This design comes from an exercise in tuning for small area on the open sky130 flow, not from production work. Function was checked by simulation only, so behaviour that the tests miss may differ from the original. The flow treats the clock pin as an ideal source, which a real chip does not have.

== 06-06 ==
// ALU_P2
module ALU_P2(RS1,RS2,OPC,ALU_OUT,ALU,Jump,clock);
input [31:0]RS1;
input [31:0]RS2;
input [5:0]OPC;
input clock;
output [31:0]ALU_OUT;
output [31:0]ALU;
output Jump;
reg [31:0]ALU;
wire op_add  = (OPC==6'd1) | (OPC==6'd3) | (OPC==6'd4) | (OPC==6'd19);
wire op_sub  = (OPC==6'd2) | (OPC==6'd20);
wire op_cmp  = (OPC>=6'd6) & (OPC<=6'd11);
wire op_mov  = (OPC==6'd5) | (OPC==6'd16);
wire op_and  = (OPC==6'd12);
wire op_or   = (OPC==6'd13);
wire op_xor  = (OPC==6'd14);
wire op_not  = (OPC==6'd15);
wire op_shl  = (OPC==6'd17);
wire op_shr  = (OPC==6'd18);
wire op_hold = (OPC==6'd0) | (OPC>=6'd21);
wire sub = op_sub | op_cmp;
wire U, V, nU, nV;
wire s_sum = op_add | op_sub;               
wire s_p   = op_xor | op_mov | op_not;      
wire s_g   = op_and;                        
wire s_h   = op_hold;                       
wire ns_p = ~s_p;
wire ns_g = ~s_g;
wire big = |RS2[31:5];
wire en  = (op_shl | op_shr) & ~big;
m_decu udu (.U(U), .NU(nU), .o(OPC[4:0]));
m_decv udv (.V(V), .NV(nV), .o(OPC[4:0]));
wire [31:0] bt;       
wire [31:0] pp;       
wire [31:0] gg;       
wire [32:0] c;        
wire [31:0] sum;
assign c[0] = V;
genvar i;
m_mux2i ub0 (.y(bt[0]), .a0(nV), .a1(nU), .s(RS2[0]));
  ...
Size: ~140 I/O pins, about 4600 um2 of cells after synthesis.
==> flow/config.mk <==
export PLATFORM = sky130hd
export DESIGN_NAME = ALU_P2
export DESIGN_NICKNAME = ALU_P2
export VERILOG_FILES = /design/flow/design.v
export SDC_FILE = /design/flow/constraint.sdc
export NUM_CORES = 4
export LEC_CHECK = 0
export CAP_MARGIN = 20
export CORE_MARGIN = 2
export CORE_UTILIZATION = 40
export CTS_BUF_LIST = sky130_fd_sc_hd__clkbuf_4
export PLACE_DENSITY = 0.45
export SLEW_MARGIN = 20
export SYNTH_HIERARCHICAL = 1
==> flow/constraint.sdc <==
create_clock -name core_clock -period 10.0 [get_ports {clock}]
set_input_delay 2.0000 -clock core_clock [delete_from_list [all_inputs] [get_ports {clock}]]
set_output_delay 2.0000 -clock core_clock [all_outputs]
set_load 0.01 [all_outputs]
standard.sh (not shown) runs the stock make flow with config.mk's settings and CLKGATE_MAP_FILE= SYNTH_SCRIPT=/design/flow/synth_recipe.tcl, a recipe that flattens the netlist after the stock synthesis.
==> flow/flow/run.sh <==
#!/bin/bash
# Own layout flow: the standard flow (standard.sh) with these changes:
#  - the port buffers are buf_1, the smallest buffer, rather than the resizer's default choice;
#  - before floorplanning, every cell gets its smallest-area variant (area recovery); the
#    standard repair steps then resize wherever timing, slew or load need it;
#  - clock tree synthesis with clkbuf_4 buffers and without dummy loads.
# make's full output goes to standard_flow.log; ORFS's per-step logs stay under orfs/logs/.
set -euo pipefail
cd "$(dirname "$0")/.."
here=$(pwd)
bash standard.sh \
  "PRE_FLOORPLAN_TCL=$here/flow/downsize.tcl" \
  "BUFFER_PORTS_ARGS=-buffer_cell sky130_fd_sc_hd__buf_1" \
  "CTS_ARGS=-sink_clustering_enable -repair_clock_nets -buf_list sky130_fd_sc_hd__clkbuf_4 -dont_use_dummy_load" \
  finish > "$here/standard_flow.log" 2>&1
==> flow/flow/downsize.tcl <==
# Area recovery before floorplanning: give every cell with a smaller-area variant of the same
set_dont_use $::env(DONT_USE_CELLS)
# function that variant. Later repair steps (floorplan repair_timing, placement repair_design,
# post-CTS/post-route timing repair) upsize again wherever timing, slew or load needs it.
set n 0
foreach inst [get_cells *] {
  set lc [get_lib_cells -of_objects $inst]
  set name [get_name $lc]
  if {![regexp {^(sky130_fd_sc_hd__[a-z0-9]+)_[0-9]+$} $name -> base]} { continue }
  if {[regexp {df|dl|conb|tap|fill|decap|clk} $base]} { continue }
  set best $name
  set best_area [get_property $lc area]
  foreach cand [get_lib_cells ${base}_*] {
    set cn [get_name $cand]
    if {![regexp "^${base}_\[0-9\]+\$" $cn]} { continue }
    if {[get_property $cand dont_use]} { continue }
    set a [get_property $cand area]
    if {$a < $best_area - 1e-6} { set best $cn; set best_area $a }
  }
  if {$best ne $name} {
    replace_cell $inst $best
    incr n
  }
}
puts "downsize: replaced $n cells with smaller variants"
06-06 | stages: all done | timing, DRC, antenna: all pass
Changes in 01-17 relative to 06-06:
Settings: SLEW_MARGIN changed from 20 to 10; CAP_MARGIN changed from 20 to 10.
-- flow/flow/run.sh --
<<< 06-06, line 6
>>> 01-17, line 6
#  - placement, resizing, CTS and global-route repairs buffer with buf_1/buf_2 only;
<<< 06-06, line 11
>>> 01-17, line 12
sb=$here/flow/smallbuf.tcl
<<< 06-06, line 14
>>> 01-17, line 16
  "PRE_GLOBAL_PLACE_TCL=$sb" "PRE_RESIZE_TCL=$sb" "PRE_CTS_TCL=$sb" "PRE_GLOBAL_ROUTE_TCL=$sb" \
==> flow/flow/smallbuf.tcl (new file) <==
set_dont_use [get_lib_cells {sky130_fd_sc_hd__buf_4 sky130_fd_sc_hd__buf_6 sky130_fd_sc_hd__buf_8 sky130_fd_sc_hd__buf_12 sky130_fd_sc_hd__buf_16 sky130_fd_sc_hd__bufbuf_8 sky130_fd_sc_hd__bufbuf_16}]
Findings:
- Cells: 01-17 has more instances than 06-06
- Re count of max-cap constraint violations: no difference whatsoever between 01-17 and 06-06.
- Across both runs, design area was lower for 01-17 than for 06-06.
- 01-17 vs. 06-06: share of the clock period used by the worst path went up by 0.52 points, number of DRC markers in iteration 0 lost about 16%.

## static timing again, ports no longer ideal
Ports are ideal in the flow. The routed layouts listed here were re-timed in OpenROAD.
Step 1: set_driving_cell puts a clkbuf_16 on clock and a buf_2 on each other input, an assumption about the parent block.
Step 2 times the ports against the registers' clock, not the clock port: input delays grow and output delays shrink by t, the midpoint of the rising clock arrivals with the driver on.
Slacks: ideal ports / drivers / drivers and shift; pairs: ideal ports / drivers.
| run | t (ns) | slack for setup (ns) | worst register clock-pin slew, ns | pins driven straight from the clock port |
|---|---|---|---|---|
| 06-06 | 0.374 | 0.741 / 0.721 / 0.721 | 0.10 / 0.10 | 1 |
| 01-17 | 0.383 | 0.689 / 0.665 / 0.665 | 0.11 / 0.11 | 1 |
After both steps setup and hold are still met in every run listed. For 01-17, which loses most, drivers alone change the setup slack by -0.024 ns; drivers and shift together by -0.024 ns.
